From an optimization exercise on the open Yosys and OpenROAD flow, aimed at small area; shortcuts taken in it are not production practice. At most, simulation tests tie the RTL to the original design; equivalence was not proved.

==> branch violet <==
==> flow/design.v <==
package arp_packet_generator_package;
	localparam [7:0] PRE_BYTE = 8'h55;
	localparam [7:0] SFD = 8'hd5;
	localparam [15:0] ARP_ETHERTYPE = 16'h0806;
	localparam [15:0] HTYPE = 16'd1;
	localparam [15:0] PTYPE = 16'h0800;
	localparam [7:0] HLEN = 8'd6;
	localparam [7:0] PLEN = 8'd4;
endpackage
package crc_32_byte_package;
	localparam [31:0] CRC_POLY_REFL = 32'hedb88320;
endpackage
import crc_32_byte_package::*;
module crc_32_byte
(
	input wire [31:0] crc_in,
	input wire [7:0] idx,
	input wire fill,
	output logic [31:0] crc_next
);
	always_comb begin
		logic [31:0] c;
		c = {24'd0, idx};
		for (int i = 0; i < 8; i++)
			c = c[0] ? ((c >> 1) ^ CRC_POLY_REFL) : (c >> 1);
		crc_next = {{8{fill}}, crc_in[31:8]} ^ c;
	end
endmodule
import arp_packet_generator_package::*;
import crc_32_byte_package::*;
module arp_packet_generator
(
	input wire clk,
	input wire rst_n,
	input wire [47:0] src_mac_add,
	input wire [47:0] des_mac_add,
	input wire [31:0] src_ip_add,
	input wire [31:0] des_ip_add,
	input wire [15:0] operator,
	input wire req,
	output logic gmii_tx_en,
	output logic [7:0] gmii_txd
);
	logic [6:0] st;
	logic [7:0] ring_a [16];
	logic [7:0] ring_b [6];
	logic [31:0] crc;
	logic [31:0] crc_next;
	logic accept;
	logic sel_a, sel_b1, sel_b2, sel_fcs;
	logic [7:0] field_byte;
	logic [7:0] const_byte;
	logic crc_feed;
	logic [7:0] idx;
	assign accept = req && (st == 7'd0 || st == 7'd73);
	always_ff @(posedge clk or negedge rst_n) begin
		if (!rst_n)
			st <= 7'd0;
		else if (st == 7'd0 || st == 7'd73)
			st <= {6'd0, req};
		else
			st <= st + 7'd1;
	end
	always_ff @(posedge clk) begin
		if (accept) begin
			ring_a[9]  <= ~des_mac_add[47:40];
			ring_a[10] <= ~des_mac_add[39:32];
			ring_a[11] <= ~des_mac_add[31:24];
			ring_a[12] <= ~des_mac_add[23:16];
			ring_a[13] <= ~des_mac_add[15:8];
			ring_a[14] <= ~des_mac_add[7:0];
			ring_a[15] <= ~src_mac_add[47:40];
			ring_a[0]  <= ~src_mac_add[39:32];
			ring_a[1]  <= ~src_mac_add[31:24];
			ring_a[2]  <= ~src_mac_add[23:16];
			ring_a[3]  <= ~src_mac_add[15:8];
			ring_a[4]  <= ~src_mac_add[7:0];
			ring_a[5]  <= ~src_ip_add[31:24];
			ring_a[6]  <= ~src_ip_add[23:16];
			ring_a[7]  <= ~src_ip_add[15:8];
			ring_a[8]  <= ~src_ip_add[7:0];
			ring_b[5] <= ~operator[15:8];
			ring_b[0] <= ~operator[7:0];
			ring_b[1] <= ~des_ip_add[31:24];
			ring_b[2] <= ~des_ip_add[23:16];
			ring_b[3] <= ~des_ip_add[15:8];
			ring_b[4] <= ~des_ip_add[7:0];
		end else begin
			for (int i = 0; i < 16; i++)
				ring_a[i] <= ~ring_a[(i + 1) % 16];
			for (int i = 0; i < 6; i++)
				ring_b[i] <= ~ring_b[(i + 1) % 6];
		end
	end
	always_comb begin
		sel_a = (st >= 7'd10 && st <= 7'd21) || (st >= 7'd32 && st <= 7'd47);
		sel_b1 = (st == 7'd30 || st == 7'd31);
		sel_b2 = (st >= 7'd48 && st <= 7'd51);
		sel_fcs = (st >= 7'd70 && st <= 7'd73);
		crc_feed = (st >= 7'd10 && st <= 7'd69);
		case (st)
			7'd2, 7'd3, 7'd4, 7'd5, 7'd6, 7'd7, 7'd8: const_byte = PRE_BYTE;
			7'd9:  const_byte = SFD;
			7'd22: const_byte = ARP_ETHERTYPE[15:8];
			7'd23: const_byte = ARP_ETHERTYPE[7:0];
			7'd24: const_byte = HTYPE[15:8];
			7'd25: const_byte = HTYPE[7:0];
			7'd26: const_byte = PTYPE[15:8];
			7'd27: const_byte = PTYPE[7:0];
			7'd28: const_byte = HLEN;
			7'd29: const_byte = PLEN;
			default: const_byte = 8'd0;
		endcase
	end
	logic [7:0] tap_raw;
	assign tap_raw = ({8{sel_a}} & ring_a[0]) | ({8{sel_b1}} & ring_b[0]) |
	                 ({8{sel_b2}} & ring_b[2]);
	assign field_byte = tap_raw ^ {8{st[0] & (sel_a | sel_b1 | sel_b2)}};
	assign idx = {8{crc_feed}} & (crc[7:0] ^ gmii_txd);
	crc_32_byte u0
	(
		.crc_in(crc),
		.idx(idx),
		.fill(!crc_feed),
		.crc_next(crc_next)
	);
	always_ff @(posedge clk)
		crc <= crc_next;
	assign gmii_tx_en = (st >= 7'd2 && st <= 7'd73);
	assign gmii_txd = field_byte | const_byte | ({8{sel_fcs}} & ~crc[7:0]);
endmodule
==> flow/flow/run.sh <==
#!/bin/bash
# Layout with the standard ORFS flow (standard.sh), with these changes:
#  - synthesis maps the logic with ABC's area mapper (flow/synth_area.tcl);
#  - the input and output ports get the smallest buffer (buf_1);
#  - clock tree synthesis inserts no dummy loads and uses clkbuf_4 buffers with clusters of at most 10 sinks.
set -e
export FLOW_WORK=$PWD
sed "s#SYNTH_SCRIPT=[^ ]*#SYNTH_SCRIPT=$PWD/flow/synth_area.tcl#" standard.sh > standard_area.sh
grep -q "SYNTH_SCRIPT=$PWD/flow/synth_area.tcl" standard_area.sh
export BUFFER_PORTS_ARGS="-buffer_cell sky130_fd_sc_hd__buf_1"
export CTS_ARGS="-sink_clustering_enable -repair_clock_nets -dont_use_dummy_load -buf_list {sky130_fd_sc_hd__clkbuf_4} -sink_clustering_size 10 -sink_clustering_max_diameter 300"
bash standard_area.sh > standard.log 2>&1
==> flow/flow/area.abc <==
strash
dch -f
amap
==> flow/flow/synth_area.tcl <==
# The standard synthesis (synth_recipe.tcl, which this sources unchanged),
# except that the technology mapping of the combinational logic uses ABC's
# area-oriented mapper (area.abc) instead of ORFS's delay-oriented script.
set area_abc_script [file join [file dirname [file normalize [info script]]] area.abc]
proc abc {args} {
  set i [lsearch -exact $args -script]
  if { $i >= 0 } {
    lset args [expr { $i + 1 }] $::area_abc_script
  }
  yosys abc {*}$args
}
source $::env(FLOW_WORK)/synth_recipe.tcl
==> flow/standard.sh <==
#!/bin/bash
# synth_recipe.tcl (not shown) runs the flow's synth.tcl, then flattens the netlist and writes it again
# the make line also repeats each setting of config.mk as NAME=value (left out here)
make -C /OpenROAD-flow-scripts/flow DESIGN_CONFIG=/design/flow/config.mk WORK_HOME=/design/flow/orfs CLKGATE_MAP_FILE= SYNTH_SCRIPT=/design/flow/synth_recipe.tcl "${@:-finish}"
==> flow/config.mk <==
export PLATFORM = sky130hd
export DESIGN_NAME = arp_packet_generator
export DESIGN_NICKNAME = arp_packet_generator
export VERILOG_FILES = /design/flow/design.v
export SDC_FILE = /design/flow/constraint.sdc
export NUM_CORES = 4
export LEC_CHECK = 0
export CAP_MARGIN = 20
export CORE_MARGIN = 2
export CORE_UTILIZATION = 40
export SLEW_MARGIN = 20
==> flow/constraint.sdc <==
create_clock -name core_clock -period 5.0 [get_ports {clk}]
set_input_delay 1.0000 -clock core_clock [delete_from_list [all_inputs] [get_ports {clk}]]
set_output_delay 1.0000 -clock core_clock [all_outputs]
set_load 0.01 [all_outputs]
==> branch yarrow (differences from branch violet) <==
==> flow/flow/run.sh (replaced) <==
#!/bin/bash
# Layout with the standard ORFS flow (standard.sh), with these changes:
#  - synthesis maps the logic with ABC's area mapper (flow/synth_area.tcl);
#  - the input and output ports get the smallest buffer (buf_1);
#  - clock tree synthesis inserts no dummy loads and uses clkbuf_4 buffers with clusters of at most 11 sinks within 60 um.
set -e
export FLOW_WORK=$PWD
sed "s#SYNTH_SCRIPT=[^ ]*#SYNTH_SCRIPT=$PWD/flow/synth_area.tcl#" standard.sh > standard_area.sh
grep -q "SYNTH_SCRIPT=$PWD/flow/synth_area.tcl" standard_area.sh
export GPL_KEEP_OVERFLOW=0
export BUFFER_PORTS_ARGS="-buffer_cell sky130_fd_sc_hd__buf_1"
export CTS_ARGS="-sink_clustering_enable -repair_clock_nets -dont_use_dummy_load -buf_list {sky130_fd_sc_hd__clkbuf_4} -sink_clustering_size 11 -sink_clustering_max_diameter 60"
bash standard_area.sh > standard.log 2>&1
SETUP_SLACK_MARGIN = -0.45   (was not set)
==> branch garnet (differences from branch violet) <==
--- a/flow/design.v
+++ b/flow/design.v
@@ -47,5 +47,5 @@
 	logic [31:0] crc;
 	logic [31:0] crc_next;
-	logic accept;
+	logic idle_or_last;
 	logic sel_a, sel_b1, sel_b2, sel_fcs;
 	logic [7:0] field_byte;
@@ -53,9 +53,9 @@
 	logic crc_feed;
 	logic [7:0] idx;
-	assign accept = req && (st == 7'd0 || st == 7'd73);
+	assign idle_or_last = (st == 7'd0 || st == 7'd73);
 	always_ff @(posedge clk or negedge rst_n) begin
 		if (!rst_n)
 			st <= 7'd0;
-		else if (st == 7'd0 || st == 7'd73)
+		else if (idle_or_last)
 			st <= {6'd0, req};
 		else
@@ -63,5 +63,5 @@
 	end
 	always_ff @(posedge clk) begin
-		if (accept) begin
+		if (idle_or_last) begin
 			ring_a[9]  <= ~des_mac_add[47:40];
 			ring_a[10] <= ~des_mac_add[39:32];
SETUP_SLACK_MARGIN = -0.45   (was not set)
==> impl_metrics.toml <==
[logic_synthesis]
yosysSeqAreaShare_pct = 64.27
synthTopCellsByArea = "dfxtp_1, o22ai_1, nor2_1"

[setup_path]
critPathArrivalTime_ns = 5.31
max_stage_delay_ns = 0.61

[clock_network]
insertion_delay_ns = 0.62

[global_routing]
met1_usage_pct = 24.92

[finish]
syn_to_final_growth_pct = 21.44

[run_status]
status = "finished clean"

[timing]
setup_viol = 0
-- figures above: branch garnet

==> impl_metrics.toml <==
[run_status]
status = "complete, but fails checks"
failed_checks = "setup timing"

[logic_synthesis]
yosysSeqAreaShare_pct = 64.21

[timing]
setup_viol = 2
setup_slack_ns = -0.05383

[global_routing]
met1_usage_pct = 24.69
-- figures above: branch yarrow

==> impl_metrics.toml <==
[finish]
syn_to_final_growth_pct = 21.11

[logic_synthesis]
yosysSeqAreaShare_pct = 64.21
synthTopCellsByArea = "dfxtp_1, o22ai_1, nor2_1"

[setup_path]
critPathArrivalTime_ns = 3.47

[timing]
setup_viol = 0

[run_status]
status = "finished clean"

[global_routing]
met1_usage_pct = 24.51
-- figures above: branch violet

Only the layout flow was run in branch garnet; the RTL was not checked for function there.

[port drivers added, routing unchanged]
How much do the figures lean on ideal ports? The routed layouts below were timed once more, with nothing changed but the port constraints.
Step 1 (the two cells are an assumption about what drives the block):
set clk [get_ports {clk}]
set_driving_cell -lib_cell sky130_fd_sc_hd__clkbuf_16 $clk
set_driving_cell -lib_cell sky130_fd_sc_hd__buf_2 [delete_from_list [all_inputs] $clk]
Step 2 adds t to the input delays and takes it off the output delays; t is the mean of the earliest and latest rising clock arrival at the registers after step 1. Input paths then give back, and output paths get back, about the clock's delay inside the block.
a / b / c = no drivers / after step 1 / after step 2; a / b = the first two.
run | t, ns | setup WS [ns] | hold WS [ns] | cell pins on the clock port's net
branch violet | 0.630 | 0.528 / 0.491 / 0.555 | 0.277 / 0.265 / 0.390 | 1
branch yarrow | 0.641 | -0.054 / -0.054 / -0.054 | 0.265 / 0.249 / 0.423 | 1
branch garnet | 0.621 | 0.213 / 0.213 / 0.213 | 0.267 / 0.250 / 0.376 | 1
